Source: an optimization exercise on an open RTL-to-GDS flow (aim: small area and a short achievable clock period). Production flows keep margins and buffers that such runs may drop.
The RTL was checked by simulation tests, not by an equivalence proof against the original design.
Power is estimated from default activity; no workload was simulated.

==> flow/design.v, too long to show whole: its modules and the start of the top module <==
// module fa: 10 lines
// module sel16: 9 lines
// module sel1: 9 lines
// module FIR: 8638 lines
module FIR (
	input  wire        rst_n,
	input  wire        CLK,
	input  wire [15:0] sample_in,
	input  wire        En_FIR,
	output wire [31:0] sample_out
);
  // ...
==> flow/run.sh <==
#!/bin/bash
# synth_recipe.tcl (not shown) runs the flow's synth.tcl, then flattens the netlist and writes it again
# the make line also repeats each setting of config.mk as NAME=value (left out here)
make -C /OpenROAD-flow-scripts/flow DESIGN_CONFIG=/design/flow/config.mk WORK_HOME=/design/flow/orfs CLKGATE_MAP_FILE= SYNTH_SCRIPT=/design/flow/synth_recipe.tcl finish
==> flow/config.mk <==
export PLATFORM = sky130hd
export DESIGN_NAME = FIR
export DESIGN_NICKNAME = FIR
export VERILOG_FILES = /design/flow/design.v
export SDC_FILE = /design/flow/constraint.sdc
export NUM_CORES = 8
export LEC_CHECK = 0
export CAP_MARGIN = 20
export CORE_MARGIN = 2
export CORE_UTILIZATION = 40
export SLEW_MARGIN = 20
export SYNTH_HIERARCHICAL = 1
==> flow/constraint.sdc <==
create_clock -name core_clock -period 24.0 [get_ports {CLK}]
set_input_delay 4.8000 -clock core_clock [delete_from_list [all_inputs] [get_ports {CLK}]]
set_output_delay 4.8000 -clock core_clock [all_outputs]
set_load 0.01 [all_outputs]
==> results.yml, run 1 <==
status:
  run_status: "no timing/DRC/antenna violations"
placement:
  postPlaceCellArea_um2: 87500
  gpl.final_weighted_congestion: 1.04
  hpwlAfterDp_um: 278000
synth:
  area_of_the_mapped_netlist_um2: 83100
  ys_seq_elements: 1121
  synth-edff-count: 0
  yosys_warnings: 7
  synth.top_cells.by_count: "2327 x sky130_fd_sc_hd__fa_1, 1120 x sky130_fd_sc_hd__a22o_1, 1120 x sky130_fd_sc_hd__dfxtp_1"
  most_common_flop_cell_mapped_by_yosys: "sky130_fd_sc_hd__dfxtp_1"
cells_and_area:
  seq_cell_count: 1121
  largest_class: "multi-input combinational cells"
  n_all_buffers: 113
  top_flop_regs: "qa: 32 flops, qb: 32 flops"
  clkbuf_count: 169
  layout_commonest_cell: "sky130_fd_sc_hd__fa_1"
  seq-cell-share_pct: 24.5
die:
  design.portCount: 51
  initial_core_utilization_pct: 40.2
  dieArea_um2: 212000
  placement_rows: 167
clocking:
  clock_tree.buffer_depth: 3
  postCtsHoldBufs: 0
pwr:
  power_leader: "the clock network"
  clk-power_mw: 1.92
  cellInternalPower_mw: 3.38
  pg_seq_mw: 1.91
sta:
  tns_setup_ns: 0
  fin_crit_sh_pct: 50.5
route:
  drt-wirelength-per-cell_um: 39.2
  via_count: 49900
  top_layer_used: "met5"
  dr_wl_met3_um: 26800
  wl_met1_um: 112000
global_route:
  grt_first_pass_wirelength_um: 444000
  initial_antenna_violation_count: 3
  grtUsageTotal_pct: 31.2
  globalRoute.busiestLayer: "met2"
min_path:
  worst_hold_startpoint: "qb[22]"
worst_setup_path:
  cp.depth: 8
  critPathLaunchType: "primary input"
  reg2reg_from: "x0[12]"
  logic_depth_of_the_worst_register_to_register_path: 20
  setup.reg_to_reg.worst_slack_ns: 14.74
==> run 2: changes to the inputs <==
--- a/flow/design.v
+++ b/flow/design.v
@@ -21,16 +21,23 @@
 	input  wire s1,
 	input  wire s0,
 	input  wire a,
 	input  wire b,
 	output wire y
 );
 assign y = (s1 & a) | (s0 & b);
 endmodule
+module og1 (
+	input  wire en,
+	input  wire v,
+	output wire y
+);
+assign y = en & v;
+endmodule
 module FIR (
 	input  wire        rst_n,
 	input  wire        CLK,
 	input  wire [15:0] sample_in,
 	input  wire        En_FIR,
 	output wire [31:0] sample_out
 );
 reg  [15:0] x0;
@@ -8657,10 +8664,42 @@
 sel1 u_qb_29 (.s1(sh), .s0(sk), .a(nb[29]), .b(qb[29]), .y(db[29]));
 sel1 u_qb_30 (.s1(sh), .s0(sk), .a(nb[30]), .b(qb[30]), .y(db[30]));
 sel1 u_qb_31 (.s1(sh), .s0(sk), .a(nb[31]), .b(qb[31]), .y(db[31]));
 always @(posedge CLK) begin
   qa <= da;
   qb <= db;
 end
 wire [31:0] sum = qa + qb - {{13{x0[15]}}, x0, 3'b000};
-assign sample_out = (En_FIR & flag) ? sum : 32'd0;
+wire [31:0] osum = {32{flag}} & sum;
+og1 u_og_0 (.en(En_FIR), .v(osum[0]), .y(sample_out[0]));
+og1 u_og_1 (.en(En_FIR), .v(osum[1]), .y(sample_out[1]));
+og1 u_og_2 (.en(En_FIR), .v(osum[2]), .y(sample_out[2]));
+og1 u_og_3 (.en(En_FIR), .v(osum[3]), .y(sample_out[3]));
+og1 u_og_4 (.en(En_FIR), .v(osum[4]), .y(sample_out[4]));
+og1 u_og_5 (.en(En_FIR), .v(osum[5]), .y(sample_out[5]));
+og1 u_og_6 (.en(En_FIR), .v(osum[6]), .y(sample_out[6]));
+og1 u_og_7 (.en(En_FIR), .v(osum[7]), .y(sample_out[7]));
+og1 u_og_8 (.en(En_FIR), .v(osum[8]), .y(sample_out[8]));
+og1 u_og_9 (.en(En_FIR), .v(osum[9]), .y(sample_out[9]));
+og1 u_og_10 (.en(En_FIR), .v(osum[10]), .y(sample_out[10]));
+og1 u_og_11 (.en(En_FIR), .v(osum[11]), .y(sample_out[11]));
+og1 u_og_12 (.en(En_FIR), .v(osum[12]), .y(sample_out[12]));
+og1 u_og_13 (.en(En_FIR), .v(osum[13]), .y(sample_out[13]));
+og1 u_og_14 (.en(En_FIR), .v(osum[14]), .y(sample_out[14]));
+og1 u_og_15 (.en(En_FIR), .v(osum[15]), .y(sample_out[15]));
+og1 u_og_16 (.en(En_FIR), .v(osum[16]), .y(sample_out[16]));
+og1 u_og_17 (.en(En_FIR), .v(osum[17]), .y(sample_out[17]));
+og1 u_og_18 (.en(En_FIR), .v(osum[18]), .y(sample_out[18]));
+og1 u_og_19 (.en(En_FIR), .v(osum[19]), .y(sample_out[19]));
+og1 u_og_20 (.en(En_FIR), .v(osum[20]), .y(sample_out[20]));
+og1 u_og_21 (.en(En_FIR), .v(osum[21]), .y(sample_out[21]));
+og1 u_og_22 (.en(En_FIR), .v(osum[22]), .y(sample_out[22]));
+og1 u_og_23 (.en(En_FIR), .v(osum[23]), .y(sample_out[23]));
+og1 u_og_24 (.en(En_FIR), .v(osum[24]), .y(sample_out[24]));
+og1 u_og_25 (.en(En_FIR), .v(osum[25]), .y(sample_out[25]));
+og1 u_og_26 (.en(En_FIR), .v(osum[26]), .y(sample_out[26]));
+og1 u_og_27 (.en(En_FIR), .v(osum[27]), .y(sample_out[27]));
+og1 u_og_28 (.en(En_FIR), .v(osum[28]), .y(sample_out[28]));
+og1 u_og_29 (.en(En_FIR), .v(osum[29]), .y(sample_out[29]));
+og1 u_og_30 (.en(En_FIR), .v(osum[30]), .y(sample_out[30]));
+og1 u_og_31 (.en(En_FIR), .v(osum[31]), .y(sample_out[31]));
 endmodule
==> flow/flow/run.sh (new file) <==
#!/bin/bash
# Own flow: the standard layout (standard.sh, unchanged synthesis), with
# timing repair aimed below the achieved period instead of the 24 ns clock,
# and port buffers of a plain buffer cell.  Each tool's output goes to its
# own log in this folder.
set -euo pipefail
export SETUP_SLACK_MARGIN=13.5
export BUFFER_PORTS_ARGS="-buffer_cell sky130_fd_sc_hd__buf_4"
bash standard.sh synth      > synth.log 2>&1
bash standard.sh floorplan  > floorplan.log 2>&1
bash standard.sh place      > place.log 2>&1
bash standard.sh cts        > cts.log 2>&1
bash standard.sh route      > route.log 2>&1
bash standard.sh finish     > finish.log 2>&1
==> flow/standard.sh (new file) <==
#!/bin/bash
# synth_recipe.tcl (not shown) runs the flow's synth.tcl, then flattens the netlist and writes it again
# the make line also repeats each setting of config.mk as NAME=value (left out here)
make -C /OpenROAD-flow-scripts/flow DESIGN_CONFIG=/design/flow/config.mk WORK_HOME=/design/flow/orfs CLKGATE_MAP_FILE= SYNTH_SCRIPT=/design/flow/synth_recipe.tcl "${@:-finish}"
removed: flow/run.sh
==> results.yml, run 2 <==
worst_setup_path:
  required_time_of_the_worst_setup_path_ns: 19.20
  critical_path.max_stage_delay_ns: 0.41
  critical_path.max_fanout: 50
  crit_arrival_ns: 5.57
  crit_top_cell: "sky130_fd_sc_hd__buf_4"
  r2r_end: "qa[17]"
  critPathLaunchType: "primary input"
  setup.reg_to_reg.worst_slack_ns: 14.68
  crit_chain: "buf_4 -> and2_1 -> buf_4"
  critical-path-slowest-cell: "sky130_fd_sc_hd__buf_4"
  worst_setup_path_end_kind: "output port"
  reg2reg_from: "x3[12]"
  logic_depth_of_the_worst_register_to_register_path: 19
  timing_worst_setup_path_type: "primary input to output port"
sta:
  rsz0062_at_grt: "false"
  min_period_ns: 10.37
  skew_ns: 0.0546
  hold_viol: 0
  worstMarginPinSlew_ns: 1.33
  fin_crit_sh_pct: 43.2
  slew_viol_final: 0
  tns_setup_ns: 0
  slew-limit-headroom_pct: 11.4
  finalSetupViolations: 0
  max_freq_ghz: 0.0965
min_path:
  worstHoldEndpoint: "qa[28]"
  worst_hold_startpoint: "qa[28]"
  holdPathStages: 1
  hold_wc_path_type: "flip-flop to flip-flop"
route:
  drt_wl_total_um: 325000
  drt-wirelength-per-cell_um: 38.8
  remaining_drc_errors: 0
  initial_drc_count: 5501
  firstDrtPassIters: 5
  ant_nets: 0
  routed_via_density: 5.98
  via_count: 50100
cells_and_area:
  area.growth.synth_to_final_pct: 9.93
  final_cell_mix: "2326 x sky130_fd_sc_hd__fa_1, 1120 x sky130_fd_sc_hd__a22o_1, 1120 x sky130_fd_sc_hd__dfxtp_1, 263 x sky130_fd_sc_hd__inv_1, 131 x sky130_fd_sc_hd__ha_1"
  core_occupancy_in_the_finished_layout_pct: 44.3
  drive_above_1_share_pct: 5.76
  top_flop_regs: "qa: 32 flops, qb: 32 flops"
  layout_commonest_cell: "sky130_fd_sc_hd__fa_1"
  final-instance-count-excl-fill: 8370
  nets: 7953
clocking:
  clock-sinks: 1121
  setup_buffers_after_cts: 0
  clock_tree.htree_level_count: 3
  clkSlewWorstSetupHoldPaths_ns: 0.06
  cts_buffers: 118
  clock_latency_late_sink_ns: 0.82
  clock_tree.buffer_depth: 3
  postCtsHoldBufs: 0
  ctsRootBufferMaster: "sky130_fd_sc_hd__clkbuf_16"
  ctsResizeCount: 0
  cts_tree: "yes"
die:
  design.portCount: 51
  fp.dieH_um: 461
  initial_core_utilization_pct: 40.3
  placement_rows: 167
  design.core.area_um2: 207000
  floorplan.die.width_um: 461
  dieArea_um2: 212000
pwr:
  power.leakage_nw: 43.9
  p_per_area_nw_per_um2: 52.4
  ir_drop_mv: 0.0610
synth:
  synth_cells: 5253
  synth_top_area_share_pct: 55.9
  synth.top_cells.by_count: "2327 x sky130_fd_sc_hd__fa_1, 1120 x sky130_fd_sc_hd__a22o_1, 1120 x sky130_fd_sc_hd__dfxtp_1"
  yosysMostFrequentCell: "sky130_fd_sc_hd__fa_1"
  post_synth_num_cell_types: 64
  yosys_warnings: 7
  ys_seq_elements: 1121
  area_of_the_mapped_netlist_um2: 83400
  synth.yosys.seq_area_share_pct: 26.9
  most_area_hungry_cell_type_in_the_yosys_netlist: "sky130_fd_sc_hd__fa_1"
  top_post_synthesis_cells_by_area: "sky130_fd_sc_hd__fa_1 56%, sky130_fd_sc_hd__dfxtp_1 27%, sky130_fd_sc_hd__a22o_1 12%"
  avgSynthCellArea_um2: 15.9
  most_common_flop_cell_mapped_by_yosys: "sky130_fd_sc_hd__dfxtp_1"
  asyncSetResetFlopFracSynth_pct: 0.0892
  synth-edff-count: 0
global_route:
  overflow: 0
  grt_first_pass_wirelength_um: 445000
  initial_antenna_violation_count: 5
  via_count_of_the_first_global_routing_pass: 54700
  grt_max_degree: 260
  grtUsageTotal_pct: 31.2
placement:
  numPlacedInstances: 8144
  hpwlAfterDp_um: 278000
  placement.io_buffers: 50
  gpl.final_weighted_congestion: 1.05
status:
  run_status: "no timing/DRC/antenna violations"
run:
  cap_violations: 0
run 2: cell types whose count changed after synthesis, sizes merged, moves of 4 or more:
cell and delta:
a21oi -6, and2 +33, buf -6, clkbuf +6
nand2 -9, nor3 -13, xnor2 -4
run 2: power breakdown:
part	switching [mW]	internal (mW)
Clock	0.816	1.09
Sequential	0.0193	1.89
Combinational	0.587	0.397
Total	1.42	3.38
run 2: metal layers:
| metal | share of wire (%) | wire length (um) | track usage (%) |
|---|---|---|---|
| met4 | 12 | 37400 | 27.9 |
| met2 | 45 | 147000 | 47.7 |
| met1 | 35 | 114000 | 36.3 |
| met3 | 7.9 | 25500 | 7.99 |
| met5 | 0.021 | 67 | 0.0230 |
run 2: how the worst max path moves through the flow:
stage,from,end
floorplan,En_FIR,qa[0]
global placement,En_FIR,x48[11]
detailed placement,En_FIR,x21[11]
CTS,En_FIR,sample_out[2]
global route,En_FIR,sample_out[0]
finish,En_FIR,sample_out[2]
run 2: layout make-up:
type	instances	area, um^2
fill	18500	115000
multi-input combinational	3859	59800
sequential	1121	22400
clock buffer	179	3520
tap	2788	3490
inverter	265	995
timing repair buffer	111	850
clock inverter	41	529
antenna	6	15.0
run 2: critical path: cells and delay by family:
kind / cells / cell delay [ns]
and+or+nand+nor: 1 / 0.21
buffers and inverters: 2 / 0.53
run 2: modules after synthesis (local to each module, per instance):
module / cells / cell area (um^2) / times used
sel1: 1 / 8.76 / 1120
og1: 1 / 6.26 / 32
FIR: 1802 / 27300 / 1
fa: 1 / 20.0 / 2299
run 2: logic make-up (layout without fill, tap and decap cells):
group	after synthesis	count (layout)	share of synthesized area, %
adders and majority gates	2458	2458	57.8
and+or+nand+nor	134	134	0.834
xor gates and xnor gates	19	19	0.200
muxes	6	6	0.0720
buffers and inverters	281	596	1.40
DFF	1121	1121	26.9
other	2	16	0.00901
AOI/OAI and AO/OA	1232	1232	12.7
run 2: through the flow:
| stage | hold WS [ns] | power (mW) | cell area, um^2 | setup slack [ns] |
|---|---|---|---|---|
| after floorplan | 0.439 | 2.67 | 83400 | 6.59 |
| final | 0.468 | 4.80 | 91700 | 13.63 |
| after CTS | 0.472 | 4.84 | 91600 | 13.63 |
| after detailed placement | 0.453 | 2.93 | 87600 | 13.48 |
| after global routing | 0.482 | 5.03 | 91600 | 13.55 |
| after global placement | 0.452 | 2.92 | 87600 | 13.58 |
==> run 3: changes to the inputs <==
--- a/flow/flow/run.sh
+++ b/flow/flow/run.sh
@@ -4,7 +4,7 @@
 # and port buffers of a plain buffer cell.  Each tool's output goes to its
 # own log in this folder.
 set -euo pipefail
-export SETUP_SLACK_MARGIN=13.5
+export SETUP_SLACK_MARGIN=14.0
 export BUFFER_PORTS_ARGS="-buffer_cell sky130_fd_sc_hd__buf_4"
 bash standard.sh synth      > synth.log 2>&1
 bash standard.sh floorplan  > floorplan.log 2>&1
==> results.yml, run 3 <==
cells_and_area:
  drive_above_1_share_pct: 6.45
  final_cell_mix: "2326 x sky130_fd_sc_hd__fa_1, 1120 x sky130_fd_sc_hd__a22o_1, 1120 x sky130_fd_sc_hd__dfxtp_1, 263 x sky130_fd_sc_hd__inv_1, 131 x sky130_fd_sc_hd__ha_1"
  layout_commonest_cell: "sky130_fd_sc_hd__fa_1"
  nets: 7960
  fillerInstances: 18500
  top_flop_regs: "qa: 32 flops, qb: 32 flops"
  area.growth.synth_to_final_pct: 10.4
sta:
  worstMarginPinSlew_ns: 1.31
  hold_viol: 0
  skew_ns: 0.0546
  fin_crit_sh_pct: 41.7
  tns_setup_ns: 0
  slew_viol_final: 0
  max_freq_ghz: 0.0998
  min_period_ns: 10.02
  rsz0062_at_grt: "true"
  holdWs_ns: 0.468
  finalSetupViolations: 0
  slew-limit-headroom_pct: 12.7
worst_setup_path:
  crit_arrival_ns: 5.22
  critPathLaunchType: "primary input"
  worst_setup_path_end_kind: "output port"
  logic_depth_of_the_worst_register_to_register_path: 19
  setup.reg_to_reg.worst_slack_ns: 14.66
  required_time_of_the_worst_setup_path_ns: 19.20
  reg2reg_from: "x3[12]"
  r2r_end: "qa[17]"
  timing_worst_setup_path_type: "primary input to output port"
  critical_path.max_fanout: 6
status:
  run_status: "no timing/DRC/antenna violations"
route:
  drt-wirelength-per-cell_um: 38.9
  firstDrtPassIters: 5
  drt_wl_total_um: 326000
  via_count: 50100
  routed_via_density: 5.98
  initial_drc_count: 5551
  ant_nets: 0
  remaining_drc_errors: 0
run:
  cap_violations: 0
die:
  floorplan.die.width_um: 461
  placement_rows: 167
  initial_core_utilization_pct: 40.3
  fp.dieH_um: 461
  design.core.area_um2: 207000
  design.portCount: 51
  dieArea_um2: 212000
synth:
  asyncSetResetFlopFracSynth_pct: 0.0892
  most_area_hungry_cell_type_in_the_yosys_netlist: "sky130_fd_sc_hd__fa_1"
  most_common_flop_cell_mapped_by_yosys: "sky130_fd_sc_hd__dfxtp_1"
  ys_seq_elements: 1121
  top_post_synthesis_cells_by_area: "sky130_fd_sc_hd__fa_1 56%, sky130_fd_sc_hd__dfxtp_1 27%, sky130_fd_sc_hd__a22o_1 12%"
  yosysMostFrequentCell: "sky130_fd_sc_hd__fa_1"
  yosys_warnings: 7
  synth.top_cells.by_count: "2327 x sky130_fd_sc_hd__fa_1, 1120 x sky130_fd_sc_hd__a22o_1, 1120 x sky130_fd_sc_hd__dfxtp_1"
  avgSynthCellArea_um2: 15.9
  synth_top_area_share_pct: 55.9
  synth_cells: 5253
  post_synth_num_cell_types: 64
  synth-edff-count: 0
  area_of_the_mapped_netlist_um2: 83400
  synth.yosys.seq_area_share_pct: 26.9
min_path:
  holdPathStages: 1
  hold_wc_path_type: "flip-flop to flip-flop"
  worst_hold_startpoint: "qa[28]"
  worstHoldEndpoint: "qa[28]"
global_route:
  initial_antenna_violation_count: 5
  via_count_of_the_first_global_routing_pass: 54800
  grtUsageTotal_pct: 31.4
  overflow: 0
  grt_max_degree: 260
  grt_first_pass_wirelength_um: 446000
clocking:
  clock_tree.buffer_depth: 3
  ctsRootBufferMaster: "sky130_fd_sc_hd__clkbuf_16"
  clock-sinks: 1121
  cts_tree: "yes"
  clock_latency_late_sink_ns: 0.82
  cts_buffers: 118
  clkSlewWorstSetupHoldPaths_ns: 0.06
  clock_tree.htree_level_count: 3
pwr:
  power.leakage_nw: 44.1
  p_per_area_nw_per_um2: 52.5
  ir_drop_mv: 0.0615
  finalPower_mw: 4.84
placement:
  gpl.final_weighted_congestion: 1.05
  hpwlAfterDp_um: 278000
  placement.io_buffers: 50
-- run 3: per-module statistics from Yosys (local to each module, per instance) --
| module | copies in the design | area (um^2) |
|---|---|---|
| FIR | 1 | 27300 |
| fa | 2299 | 20.0 |
| og1 | 32 | 6.26 |
| sel1 | 1120 | 8.76 |
-- run 3: worst max path at each step --
stage,startpoint,endpoint,slack (ns)
2_1_floorplan,En_FIR,qa[0],6.59
5_1_grt,En_FIR,sample_out[27],13.99
6_report,En_FIR,sample_out[27],13.98
4_1_cts,En_FIR,sample_out[2],13.98
3_3_place_gp,En_FIR,x48[11],13.58
3_5_place_dp,En_FIR,x21[11],13.48
-- run 3: area by class of cell --
cell class	count	area (um^2)	area share, %
well taps	2788	3490	3.79
inverters	265	995	1.08
clock inverters	41	529	0.575
multi-input cells	3859	59900	65.1
diodes	5	12.5	0.0136
flip-flops and latches	1121	22400	24.4
clock buffers	179	3520	3.83
repair buffers	118	1150	1.25
-- run 3: power by group --
part	internal [mW]	switching (mW)
logic	0.425	0.598
clock network	1.09	0.814
registers	1.89	0.0193
total	3.40	1.43
-- run 3: routing by layer --
layer  global-route usage [%]  vias to the layer above  wire (um)
met3                     8.06                     1066      25500
met2                     47.8                     2658     148000
met4                     27.9                       10      36900
met5                   0.0230                        -         66
li1                         -                    18800          -
met1                     36.6                    27500     115000
-- run 3: worst max-delay path, cell delays in order --
cell                     delay [ns]
sky130_fd_sc_hd__buf_16        0.14
sky130_fd_sc_hd__and2_4        0.16
sky130_fd_sc_hd__buf_6         0.11
-- run 3: kinds of logic (layout without fill, tap and decap cells) --
group                      count (synthesis)  after routing  synth area share (%)
and+or+nand+nor                          134            134                 0.834
buffers and inverters                    281            603                  1.40
muxes                                      6              6                0.0720
xor gates and xnor gates                  19             19                 0.200
adders and majority gates               2458           2458                  57.8
other                                      2             15               0.00901
AOI/OAI and AO/OA                       1232           1232                  12.7
DFF                                     1121           1121                  26.9
-- run 3: through the flow --
stage / area [um^2] / util (%) / setup WS [ns] / std cells
finish: 92000 / 44.4 / 13.98 / 8376
global route: 92000 / 44.4 / 13.99 / 8371
CTS: 92000 / 44.4 / 13.98 / 8371
detailed placement: 87600 / 42.3 / 13.48 / 8144
global placement: 87600 / 42.3 / 13.58 / 8144
floorplan: 83400 / - / 6.59 / 5261
-- run 3: timing repair --
item | in CTS | in global routing
pin swaps | 11 | 8
cloned | 5 | 0
buffers inserted | 2 | 0
setup endpoints to repair | 32 | 21
resized for setup | 70 | 2
hold buffers | 0 | 0
==> run 4: changes to the inputs <==
--- a/flow/flow/run.sh
+++ b/flow/flow/run.sh
@@ -4,7 +4,7 @@
 # and port buffers of a plain buffer cell.  Each tool's output goes to its
 # own log in this folder.
 set -euo pipefail
-export SETUP_SLACK_MARGIN=14.0
+export SETUP_SLACK_MARGIN=14.4
 export BUFFER_PORTS_ARGS="-buffer_cell sky130_fd_sc_hd__buf_4"
 bash standard.sh synth      > synth.log 2>&1
 bash standard.sh floorplan  > floorplan.log 2>&1
==> results.yml, run 4 <==
status:
  run_status: "no timing/DRC/antenna violations"
synth:
  most_common_flop_cell_mapped_by_yosys: "sky130_fd_sc_hd__dfxtp_1"
  ys_seq_elements: 1121
  top_post_synthesis_cells_by_area: "sky130_fd_sc_hd__fa_1 56%, sky130_fd_sc_hd__dfxtp_1 27%, sky130_fd_sc_hd__a22o_1 12%"
  asyncSetResetFlopFracSynth_pct: 0.0892
  synth.top_cells.by_count: "2327 x sky130_fd_sc_hd__fa_1, 1120 x sky130_fd_sc_hd__a22o_1, 1120 x sky130_fd_sc_hd__dfxtp_1"
  yosys_warnings: 7
  most_area_hungry_cell_type_in_the_yosys_netlist: "sky130_fd_sc_hd__fa_1"
  synthMuxAreaShare_pct: 0.0720
  synth_compound_area_share_pct: 12.7
  synth.yosys.seq_area_share_pct: 26.9
  post_synth_xor_area_fraction_pct: 0.200
  synth-edff-count: 0
  avgSynthCellArea_um2: 15.9
  post_synth_num_cell_types: 64
  synth_adder_area_share_pct: 57.8
  main_combinational_cell_family_by_area_after_synthesis: "adder cells"
  synth_cells: 5253
  area_of_the_mapped_netlist_um2: 83400
  simple_gate_area_share_of_the_yosys_netlist_pct: 0.834
  synth_top_area_share_pct: 55.9
  yosysMostFrequentCell: "sky130_fd_sc_hd__fa_1"
worst_setup_path:
  worst_setup_path_end_kind: "output port"
  cp.depth: 3
  timing_worst_setup_path_type: "primary input to output port"
  crit_arrival_ns: 5.22
  required_time_of_the_worst_setup_path_ns: 19.20
  critical_path_buf_inv_count: 2
  critical_path.max_stage_delay_ns: 0.16
  critical_path.max_fanout: 6
  critical-path-slowest-cell: "sky130_fd_sc_hd__and2_4"
  logic_depth_of_the_worst_register_to_register_path: 19
  critPathLaunchType: "primary input"
  crit_chain: "buf_16 -> and2_4 -> buf_6"
  cp_top_family: "buffers and inverters"
global_route:
  via_count_of_the_first_global_routing_pass: 54800
  globalRoute.busiestLayer: "met2"
  grt_max_degree: 260
  met3_capacity_usage_during_global_routing_pct: 8.02
  grt_use_met2_pct: 47.8
  grtUsageTotal_pct: 31.4
  overflow: 0
  groute.layer.met1.usage_pct: 36.7
  initial_antenna_violation_count: 5
  grt_first_pass_wirelength_um: 446000
clocking:
  clock_tree.htree_level_count: 3
  postCtsHoldBufs: 0
  clock_tree.buffer_depth: 3
  clkSlewWorstSetupHoldPaths_ns: 0.06
  cts_buffers: 118
  ctsRootBufferMaster: "sky130_fd_sc_hd__clkbuf_16"
  clock-sinks: 1121
  cts_tree: "yes"
  clock_latency_late_sink_ns: 0.81
route:
  remaining_drc_errors: 0
  drt_wl_total_um: 326000
  ant_nets: 0
  initial_drc_count: 5584
  drt-wirelength-per-cell_um: 38.9
  routed_via_density: 5.98
  firstDrtPassIters: 7
  via_count: 50100
die:
  dieArea_um2: 212000
  initial_core_utilization_pct: 40.3
  placement_rows: 167
  fp.dieH_um: 461
  design.portCount: 51
  floorplan.die.width_um: 461
  design.core.area_um2: 207000
sta:
  max_freq_ghz: 0.0998
  fin_crit_sh_pct: 41.7
  min_period_ns: 10.02
  holdWs_ns: 0.468
  hold_viol: 0
  slew_viol_final: 0
  tns_setup_ns: 0
  rsz0062_at_grt: "true"
  post-route-worst-setup-slack_ns: 13.98
  slew-limit-headroom_pct: 17.4
  skew_ns: 0.0520
  finalSetupViolations: 0
  worstMarginPinSlew_ns: 1.24
placement:
  numPlacedInstances: 8144
  gpl.final_weighted_congestion: 1.05
  hpwlAfterDp_um: 278000
  pre_cts_slack_ns: 13.48
  placement.io_buffers: 50
cells_and_area:
  drive_above_1_share_pct: 6.45
  area.growth.synth_to_final_pct: 10.4
  layout_commonest_cell: "sky130_fd_sc_hd__fa_1"
  final-instance-count-excl-fill: 8377
  final_cell_mix: "2326 x sky130_fd_sc_hd__fa_1, 1120 x sky130_fd_sc_hd__a22o_1, 1120 x sky130_fd_sc_hd__dfxtp_1, 263 x sky130_fd_sc_hd__inv_1, 131 x sky130_fd_sc_hd__ha_1"
  top_flop_regs: "qa: 32 flops, qb: 32 flops"
  nets: 7960
min_path:
  holdPathStages: 1
  hold_wc_path_type: "flip-flop to flip-flop"
run:
  cap_violations: 0
pwr:
  finalPower_mw: 4.84
  power.leakage_nw: 44.1
  ir_drop_mv: 0.0609
  p_per_area_nw_per_um2: 52.6
run 4: cell counts after synthesis:
No cell type changed its count.
run 4: cells by family (layout without fill, tap and decap cells):
family / after synthesis / count (layout)
DFF: 1121 / 1121
other: 2 / 16
and+or+nand+nor: 134 / 134
AOI/OAI and AO/OA: 1232 / 1232
muxes: 6 / 6
buffers and inverters: 281 / 603
adders and majority gates: 2458 / 2458
xor gates and xnor gates: 19 / 19
run 4: power breakdown:
group | switching, mW | internal, mW | leakage, nW | total [mW]
clock network | 0.816 | 1.09 | 1.98 | 1.91
registers | 0.0192 | 1.89 | 9.05 | 1.91
logic | 0.598 | 0.425 | 33.1 | 1.02
run 4: path summary, 6_finish.rpt:
kind | start | to | slack [ns]
setup / recovery | En_FIR | sample_out[27] | 13.98
hold / removal | qa[28] | qa[28] | 0.47
setup reg to reg | x3[12] | qa[17] | 14.64
hold reg to reg | qa[28] | qa[28] | 0.47
max in group asynchronous | rst_n | flag | 20.17
min in group asynchronous | rst_n | flag | 3.75
run 4: per-stage QoR:
stage | util [%] | cell area, um^2
floorplan | - | 83400
global placement | 42.3 | 87600
detailed placement | 42.3 | 87600
CTS | 44.4 | 92000
global route | 44.4 | 92000
finish | 44.4 | 92000
run 4: layout make-up:
type | count | area (um^2)
Fill cell | 18500 | 115000
Tap cell | 2788 | 3490
Multi-Input combinational cell | 3859 | 59900
Clock inverter | 41 | 529
Inverter | 265 | 995
Sequential cell | 1121 | 22400
Timing Repair Buffer | 118 | 1150
Antenna cell | 6 | 15.0
Clock buffer | 179 | 3520
run 4: routing by layer:
layer / wire length (um) / up-vias
li1: - / 18800
met1: 115000 / 27600
met2: 148000 / 2652
met3: 25900 / 1100
met4: 37400 / 10
met5: 67 / -
run 4: what timing repair did:
item,CTS,global route
gates resized for setup,72,2
endpoints found under the setup margin,124,124
cloned,5,0
pin swaps,18,1
buffers inserted,2,0
run 4: worst reg2reg max path: stages, from the launching register on:
cell and delay, ns:
sky130_fd_sc_hd__dfxtp_1 0.75, sky130_fd_sc_hd__ha_1 0.49, sky130_fd_sc_hd__fa_1 0.62, sky130_fd_sc_hd__fa_1 0.46, sky130_fd_sc_hd__fa_1 0.57, sky130_fd_sc_hd__fa_1 0.64
sky130_fd_sc_hd__fa_1 0.49, sky130_fd_sc_hd__fa_1 0.47, sky130_fd_sc_hd__fa_1 0.50, sky130_fd_sc_hd__fa_1 0.65, sky130_fd_sc_hd__fa_1 0.47, sky130_fd_sc_hd__fa_1 0.48
sky130_fd_sc_hd__fa_1 0.54, sky130_fd_sc_hd__fa_1 0.52, sky130_fd_sc_hd__inv_1 0.06, sky130_fd_sc_hd__fa_1 0.41, sky130_fd_sc_hd__inv_1 0.07, sky130_fd_sc_hd__fa_1 0.42
sky130_fd_sc_hd__fa_1 0.44, sky130_fd_sc_hd__a22o_1 0.22
run 4: per-module statistics from Yosys, one instance, submodules excluded:
| module | cells | cell area, um^2 | flops+latches | copies in the design |
|---|---|---|---|---|
| FIR | 1802 | 27300 | 1121 | 1 |
| fa | 1 | 20.0 | 0 | 2299 |
| og1 | 1 | 6.26 | 0 | 32 |
| sel1 | 1 | 8.76 | 0 | 1120 |
==> run 5: changes to the inputs <==
--- a/flow/config.mk
+++ b/flow/config.mk
@@ -7,6 +7,8 @@
 export LEC_CHECK = 0
 export CAP_MARGIN = 20
 export CORE_MARGIN = 2
-export CORE_UTILIZATION = 40
+export CORE_UTILIZATION = 55
+export CTS_BUF_LIST = sky130_fd_sc_hd__clkbuf_4
+export PLACE_DENSITY = 0.7
 export SLEW_MARGIN = 20
 export SYNTH_HIERARCHICAL = 1
==> results.yml, run 5 <==
status:
  run_status: "no timing/DRC/antenna violations"
clocking:
  clock_latency_late_sink_ns: 1.45
  clock-sinks: 1121
  postCtsHoldBufs: 0
  ctsRootBufferMaster: "sky130_fd_sc_hd__clkbuf_4"
  cts_tree: "yes"
  clkSlewWorstSetupHoldPaths_ns: 0.07
  clock_tree.htree_level_count: 5
  clock_tree.buffer_depth: 4
  cts_buffers: 313
worst_setup_path:
  crit_arrival_ns: 5.21
  logic_depth_of_the_worst_register_to_register_path: 19
  required_time_of_the_worst_setup_path_ns: 19.20
  worst_setup_path_end_kind: "output port"
  setup.reg_to_reg.worst_slack_ns: 14.69
  critical_path.max_fanout: 7
  reg2reg_from: "x20[6]"
  r2r_end: "qa[17]"
  critPathLaunchType: "primary input"
  timing_worst_setup_path_type: "primary input to output port"
pwr:
  p_clk_share_pct: 36.1
  p_per_area_nw_per_um2: 50.7
  power.share.sequential_pct: 41.5
  p_sw_mw: 1.45
  power_switching_share_pct: 31.5
  power.leakage_nw: 44.2
  power_share_of_the_combinational_group_pct: 22.4
  cellInternalPower_mw: 3.15
  ir_drop_mv: 0.0540
sta:
  hold_viol: 0
  min_period_ns: 10.01
  rsz0062_at_grt: "true"
  fin_crit_sh_pct: 41.7
  skew_ns: 0.114
  slew_viol_final: 0
  tns_setup_ns: 0
  finalSetupViolations: 0
  max_freq_ghz: 0.0999
  worstMarginPinSlew_ns: 1.29
  slew-limit-headroom_pct: 14.0
die:
  fp.dieH_um: 393
  design.core.area_um2: 150000
  initial_core_utilization_pct: 55.5
  dieArea_um2: 155000
  design.portCount: 51
  floorplan.die.width_um: 393
  placement_rows: 142
global_route:
  overflow: 0
  grt_max_degree: 211
  via_count_of_the_first_global_routing_pass: 56600
  grtUsageTotal_pct: 43.6
  initial_antenna_violation_count: 15
  grt_first_pass_wirelength_um: 449000
route:
  drt_wl_total_um: 328000
  drt-wirelength-per-cell_um: 41.6
  via_count: 52500
  initial_drc_count: 6124
  routed_via_density: 6.65
  remaining_drc_errors: 0
  firstDrtPassIters: 5
  ant_nets: 0
synth:
  avgSynthCellArea_um2: 15.9
  synth_top_area_share_pct: 55.9
  asyncSetResetFlopFracSynth_pct: 0.0892
  synth_cells: 5253
  synth-edff-count: 0
  most_common_flop_cell_mapped_by_yosys: "sky130_fd_sc_hd__dfxtp_1"
  synth.yosys.seq_area_share_pct: 26.9
  post_synth_xor_area_fraction_pct: 0.200
  yosysMostFrequentCell: "sky130_fd_sc_hd__fa_1"
  area_of_the_mapped_netlist_um2: 83400
  synthMuxAreaShare_pct: 0.0720
  post_synth_num_cell_types: 64
  synth_adder_area_share_pct: 57.8
  top_post_synthesis_cells_by_area: "sky130_fd_sc_hd__fa_1 56%, sky130_fd_sc_hd__dfxtp_1 27%, sky130_fd_sc_hd__a22o_1 12%"
  most_area_hungry_cell_type_in_the_yosys_netlist: "sky130_fd_sc_hd__fa_1"
  main_combinational_cell_family_by_area_after_synthesis: "adder cells"
  synth_compound_area_share_pct: 12.7
  ys_seq_elements: 1121
  simple_gate_area_share_of_the_yosys_netlist_pct: 0.834
  yosys_warnings: 7
  synth.top_cells.by_count: "2327 x sky130_fd_sc_hd__fa_1, 1120 x sky130_fd_sc_hd__a22o_1, 1120 x sky130_fd_sc_hd__dfxtp_1"
cells_and_area:
  final_cell_mix: "2322 x sky130_fd_sc_hd__fa_1, 1120 x sky130_fd_sc_hd__a22o_1, 1118 x sky130_fd_sc_hd__dfxtp_1, 419 x sky130_fd_sc_hd__clkbuf_4, 263 x sky130_fd_sc_hd__inv_1"
  final-instance-count-excl-fill: 7887
  drive_above_1_share_pct: 10.5
  fin_area_um2: 90600
  layout_commonest_cell: "sky130_fd_sc_hd__fa_1"
  nets: 8150
  top_flop_regs: "qa: 32 flops, qb: 32 flops"
  area.growth.synth_to_final_pct: 8.70
placement:
  numPlacedInstances: 7364
  hpwlAfterDp_um: 268000
  gpl.final_weighted_congestion: 1.12
  postPlaceCellArea_um2: 86600
  placement.io_buffers: 50
run:
  cap_violations: 0
min_path:
  holdPathStages: 1
  hold_wc_path_type: "flip-flop to flip-flop"
  worstHoldEndpoint: "x13[13]"
  worst_hold_startpoint: "x12[13]"
-- run 5: kinds of logic (layout without fill, tap and decap cells) --
family                     count (synthesis)  count (layout)
DFF                                     1121            1121
buffers and inverters                    281             873
xor gates and xnor gates                  19              19
other                                      2              28
adders and majority gates               2458            2458
muxes                                      6               6
and+or+nand+nor                          134             134
AOI/OAI and AO/OA                       1232            1232
-- run 5: power by group through the flow --
| stage | logic [mW] | clock network, mW | registers [mW] |
|---|---|---|---|
| 6_report | 1.03 | 1.66 | 1.91 |
| 5_1_grt | 1.14 | 1.78 | 1.91 |
| 4_1_cts | 1.01 | 1.70 | 1.91 |
| 3_5_place_dp | 0.968 | 0 | 1.95 |
| 3_3_place_gp | 0.956 | 0 | 1.95 |
| 2_1_floorplan | 0.729 | 0 | 1.94 |
-- run 5: worst max-delay path by stage --
stage	startpoint	cells past startpoint	slack (ns)	to
after global placement	En_FIR	3	13.71	sample_out[6]
final	En_FIR	3	13.99	sample_out[27]
after global routing	En_FIR	3	13.99	sample_out[27]
after CTS	En_FIR	3	14.00	sample_out[27]
after detailed placement	En_FIR	3	13.66	sample_out[0]
after floorplan	En_FIR	2	6.59	qa[0]
-- run 5: cell type report --
class / count / area (um^2)
Inverter: 265 / 995
Clock inverter: 76 / 383
Fill cell: 11600 / 59500
Multi-Input combinational cell: 3859 / 59900
Timing Repair Buffer: 113 / 1160
Antenna cell: 18 / 45.0
Tap cell: 2016 / 2520
Sequential cell: 1121 / 22400
Clock buffer: 419 / 3150
-- run 5: per-stage QoR --
stage | worst slack (ns) | utilization, % | total power, mW | hold slack (ns)
2_1_floorplan | 6.59 | - | 2.67 | 0.439
5_1_grt | 13.99 | 60.3 | 4.83 | 0.424
6_report | 13.99 | 60.4 | 4.60 | 0.420
3_3_place_gp | 13.71 | 57.7 | 2.90 | 0.453
3_5_place_dp | 13.66 | 57.7 | 2.92 | 0.453
4_1_cts | 14.00 | 60.3 | 4.61 | 0.404
-- run 5: critical path: stages --
cell                     delay [ns]
sky130_fd_sc_hd__buf_16        0.14
sky130_fd_sc_hd__and2_4        0.16
sky130_fd_sc_hd__buf_6         0.11
-- run 5: repair_timing --
action                                 4_1_cts  5_1_grt
setup endpoints to repair                   32       32
pin swaps                                   18        2
resized for setup                           74        7
gates cloned                                 5        0
endpoints found under the hold margin        0        0
setup buffers                                2        1
-- run 5: Yosys stat by module, one instance, submodules excluded --
module / copies in the design / area [um^2] / cells
FIR: 1 / 27300 / 1802
fa: 2299 / 20.0 / 1
og1: 32 / 6.26 / 1
sel1: 1120 / 8.76 / 1
-- run 5: metal layers --
metal  global-route usage (%)  routed length (um)  share of wire, %
met1                     48.6              105000                32
met2                     63.8              147000                45
met3                     14.9               33800                10
met4                     44.6               42700                13
met5                        0                  95             0.029
==> run 6: changes to the inputs <==
==> flow/run.sh (new file) <==
#!/bin/bash
# synth_recipe.tcl (not shown) runs the flow's synth.tcl, then flattens the netlist and writes it again
# the make line also repeats each setting of config.mk as NAME=value (left out here)
make -C /OpenROAD-flow-scripts/flow DESIGN_CONFIG=/design/flow/config.mk WORK_HOME=/design/flow/orfs CLKGATE_MAP_FILE= SYNTH_SCRIPT=/design/flow/synth_recipe.tcl finish
--- a/flow/config.mk
+++ b/flow/config.mk
@@ -7,8 +7,6 @@
 export LEC_CHECK = 0
 export CAP_MARGIN = 20
 export CORE_MARGIN = 2
-export CORE_UTILIZATION = 55
-export CTS_BUF_LIST = sky130_fd_sc_hd__clkbuf_4
-export PLACE_DENSITY = 0.7
+export CORE_UTILIZATION = 40
 export SLEW_MARGIN = 20
 export SYNTH_HIERARCHICAL = 1
removed: flow/flow/run.sh
removed: flow/standard.sh
==> results.yml, run 6 <==
pwr:
  power.leakage_nw: 43.8
  ir_drop_mv: 0.0628
  p_per_area_nw_per_um2: 52.4
route:
  drt-wirelength-per-cell_um: 38.9
  drt_wl_total_um: 325000
  via_count: 49600
  routed_via_density: 5.93
  initial_drc_count: 5233
  firstDrtPassIters: 7
  ant_nets: 0
  remaining_drc_errors: 0
run:
  cap_violations: 0
worst_setup_path:
  required_time_of_the_worst_setup_path_ns: 19.20
  crit_chain: "buf_2 -> and2_1 -> clkdlybuf4s50_1"
  cp_top_family: "buffers and inverters"
  critical_path.max_fanout: 50
  critical_path.max_stage_delay_ns: 0.68
  crit_arrival_ns: 6.30
  timing_worst_setup_path_type: "primary input to output port"
  worst_setup_path_end_kind: "output port"
  critical_path_buf_inv_count: 2
  cp.depth: 3
  critical-path-slowest-cell: "sky130_fd_sc_hd__buf_2"
  critPathLaunchType: "primary input"
  logic_depth_of_the_worst_register_to_register_path: 19
sta:
  finalSetupViolations: 0
  tns_setup_ns: 0
  rsz0062_at_grt: "false"
  skew_ns: 0.0418
  hold_viol: 0
  max_freq_ghz: 0.0901
  slew-limit-headroom_pct: 19.2
  fin_crit_sh_pct: 46.3
  slew_viol_final: 0
  min_period_ns: 11.10
  worstMarginPinSlew_ns: 1.21
clocking:
  clock_tree.htree_level_count: 3
  clock_latency_late_sink_ns: 0.79
  ctsRootBufferMaster: "sky130_fd_sc_hd__clkbuf_16"
  cts_tree: "yes"
  cts_buffers: 117
  ctsResizeCount: 0
  clock-sinks: 1121
  clkSlewWorstSetupHoldPaths_ns: 0.06
  setup_buffers_after_cts: 0
  clock_tree.buffer_depth: 3
  postCtsHoldBufs: 0
placement:
  postPlaceCellArea_um2: 87700
  placement.io_buffers: 50
  gpl.final_weighted_congestion: 1.04
  hpwlAfterDp_um: 281000
die:
  design.portCount: 51
  placement_rows: 167
  floorplan.die.width_um: 461
  fp.dieH_um: 461
  dieArea_um2: 212000
  design.core.area_um2: 207000
  initial_core_utilization_pct: 40.3
synth:
  yosys_warnings: 7
  synth.yosys.seq_area_share_pct: 26.9
  synth_top_area_share_pct: 55.9
  ys_seq_elements: 1121
  post_synth_num_cell_types: 64
  synth.top_cells.by_count: "2327 x sky130_fd_sc_hd__fa_1, 1120 x sky130_fd_sc_hd__a22o_1, 1120 x sky130_fd_sc_hd__dfxtp_1"
  avgSynthCellArea_um2: 15.9
  synth-edff-count: 0
  yosysMostFrequentCell: "sky130_fd_sc_hd__fa_1"
  top_post_synthesis_cells_by_area: "sky130_fd_sc_hd__fa_1 56%, sky130_fd_sc_hd__dfxtp_1 27%, sky130_fd_sc_hd__a22o_1 12%"
  asyncSetResetFlopFracSynth_pct: 0.0892
  most_area_hungry_cell_type_in_the_yosys_netlist: "sky130_fd_sc_hd__fa_1"
  synth_cells: 5253
  most_common_flop_cell_mapped_by_yosys: "sky130_fd_sc_hd__dfxtp_1"
  area_of_the_mapped_netlist_um2: 83400
global_route:
  initial_antenna_violation_count: 5
  via_count_of_the_first_global_routing_pass: 54200
  grt_first_pass_wirelength_um: 446000
  grt_max_degree: 237
  overflow: 0
  grtUsageTotal_pct: 31.3
min_path:
  hold_wc_path_type: "flip-flop to flip-flop"
  holdPathStages: 1
cells_and_area:
  fillerInstances: 18500
  multi_input_comb_area_um2: 59800
  drive_above_1_share_pct: 4.88
  nets: 7946
  top_flop_regs: "qa: 32 flops, qb: 32 flops"
  final_cell_mix: "2327 x sky130_fd_sc_hd__fa_1, 1120 x sky130_fd_sc_hd__a22o_1, 1120 x sky130_fd_sc_hd__dfxtp_1, 263 x sky130_fd_sc_hd__inv_1, 131 x sky130_fd_sc_hd__ha_1"
  area.growth.synth_to_final_pct: 10.0
  fin_area_um2: 91700
  layout_commonest_cell: "sky130_fd_sc_hd__fa_1"
  area.sequential_um2: 22400
status:
  run_status: "no timing/DRC/antenna violations"
-- run 6: cell type report --
| cell class | instances | area share [%] |
|---|---|---|
| well taps | 2788 | 3.80 |
| diodes | 2 | 0.00546 |
| clock inverters | 56 | 0.749 |
| flip-flops and latches | 1121 | 24.5 |
| inverters | 265 | 1.08 |
| repair buffers | 105 | 1.03 |
| clock buffers | 163 | 3.67 |
| multi-input cells | 3859 | 65.2 |
-- run 6: logic make-up after synthesis --
kind of cell               after synthesis  share of synthesized area [%]
DFF                                   1121                           26.9
xor gates and xnor gates                19                          0.200
AOI/OAI and AO/OA                     1232                           12.7
buffers and inverters                  281                           1.40
adders and majority gates             2458                           57.8
muxes                                    6                         0.0720
and+or+nand+nor                        134                          0.834
other                                    2                        0.00901
-- run 6: path summary, 6_finish.rpt --
| kind | endpoint | from | slack [ns] |
|---|---|---|---|
| max | sample_out[2] | En_FIR | 12.90 |
| min | x63[8] | x62[8] | 0.47 |
| max reg2reg | qa[17] | x3[12] | 14.74 |
| min reg2reg | x63[8] | x62[8] | 0.47 |
| max in group asynchronous | flag | rst_n | 19.74 |
| min in group asynchronous | flag | rst_n | 4.16 |
-- run 6: report_power, final --
group	switching, mW	internal [mW]
Combinational	0.593	0.406
Clock	0.818	1.09
Sequential	0.0189	1.89
Total	1.43	3.38
-- run 6: worst reg2reg max path: cells and delay by family, from the launching register on --
family | cells | cell delay [ns]
AOI/OAI and AO/OA | 1 | 0.22
adders and majority gates | 16 | 8.08
buffers and inverters | 2 | 0.13
DFF | 1 | 0.73
-- run 6: stage by stage --
stage          util (%)  instances  power, mW  setup WS [ns]  hold WS (ns)
5_1_grt            44.3       8357       5.05          12.79         0.469
3_5_place_dp       42.3       8138       2.95          12.91         0.453
6_report           44.3       8359       4.81          12.90         0.466
2_1_floorplan         -       5261       2.67           6.59         0.439
3_3_place_gp       42.3       8138       2.94          12.95         0.452
4_1_cts            44.3       8357       4.86          12.90         0.451
-- run 6: metal layers --
metal | vias up | wire [um] | track usage [%]
li1 | 18700 | - | -
met2 | 2582 | 151000 | 48.6
met1 | 27200 | 115000 | 36.7
met5 | - | 139 | 0.321
met3 | 1034 | 24100 | 7.42
met4 | 10 | 35500 | 26.9
-- run 6: Yosys stat by module (local to each module, per instance) --
| module | cells inside | times used |
|---|---|---|
| og1 | 1 | 32 |
| sel1 | 1 | 1120 |
| fa | 1 | 2299 |
| FIR | 1802 | 1 |

what the ideal ports hide:
How much do the figures lean on ideal ports? The routed layouts below were timed once more, with nothing changed but the port constraints.
Step 1: set_driving_cell puts a clkbuf_16 on CLK and a buf_2 on each other input, an assumption about the parent block.
Step 2 also shifts input and output timing later by t, the mid clock arrival at the registers, as if the neighbouring blocks saw the same clock.
Slacks: ideal / step 1 / step 2; pairs: ideal / step 1.
run	shift t [ns]	setup slack, ns	hold slack, ns	clock arrival spread, ns
run 1	0.881	11.882 / 11.857 / 11.857	0.469 / 0.469 / 0.469	0.047 / 0.047
run 2	0.884	13.634 / 13.611 / 13.343	0.468 / 0.468 / 0.468	0.056 / 0.056
run 3	0.881	13.980 / 13.624 / 13.195	0.468 / 0.468 / 0.468	0.055 / 0.055
run 4	0.877	13.981 / 13.625 / 13.625	0.468 / 0.468 / 0.468	0.053 / 0.053
run 5	1.466	13.991 / 13.619 / 13.619	0.420 / 0.420 / 0.420	0.138 / 0.137
run 6	0.857	12.897 / 12.871 / 12.871	0.466 / 0.466 / 0.466	0.049 / 0.049
After both steps every run listed still meets setup and hold. The setup slack of run 3, which loses most, moves by -0.356 ns with the drivers and by -0.785 ns with both steps.
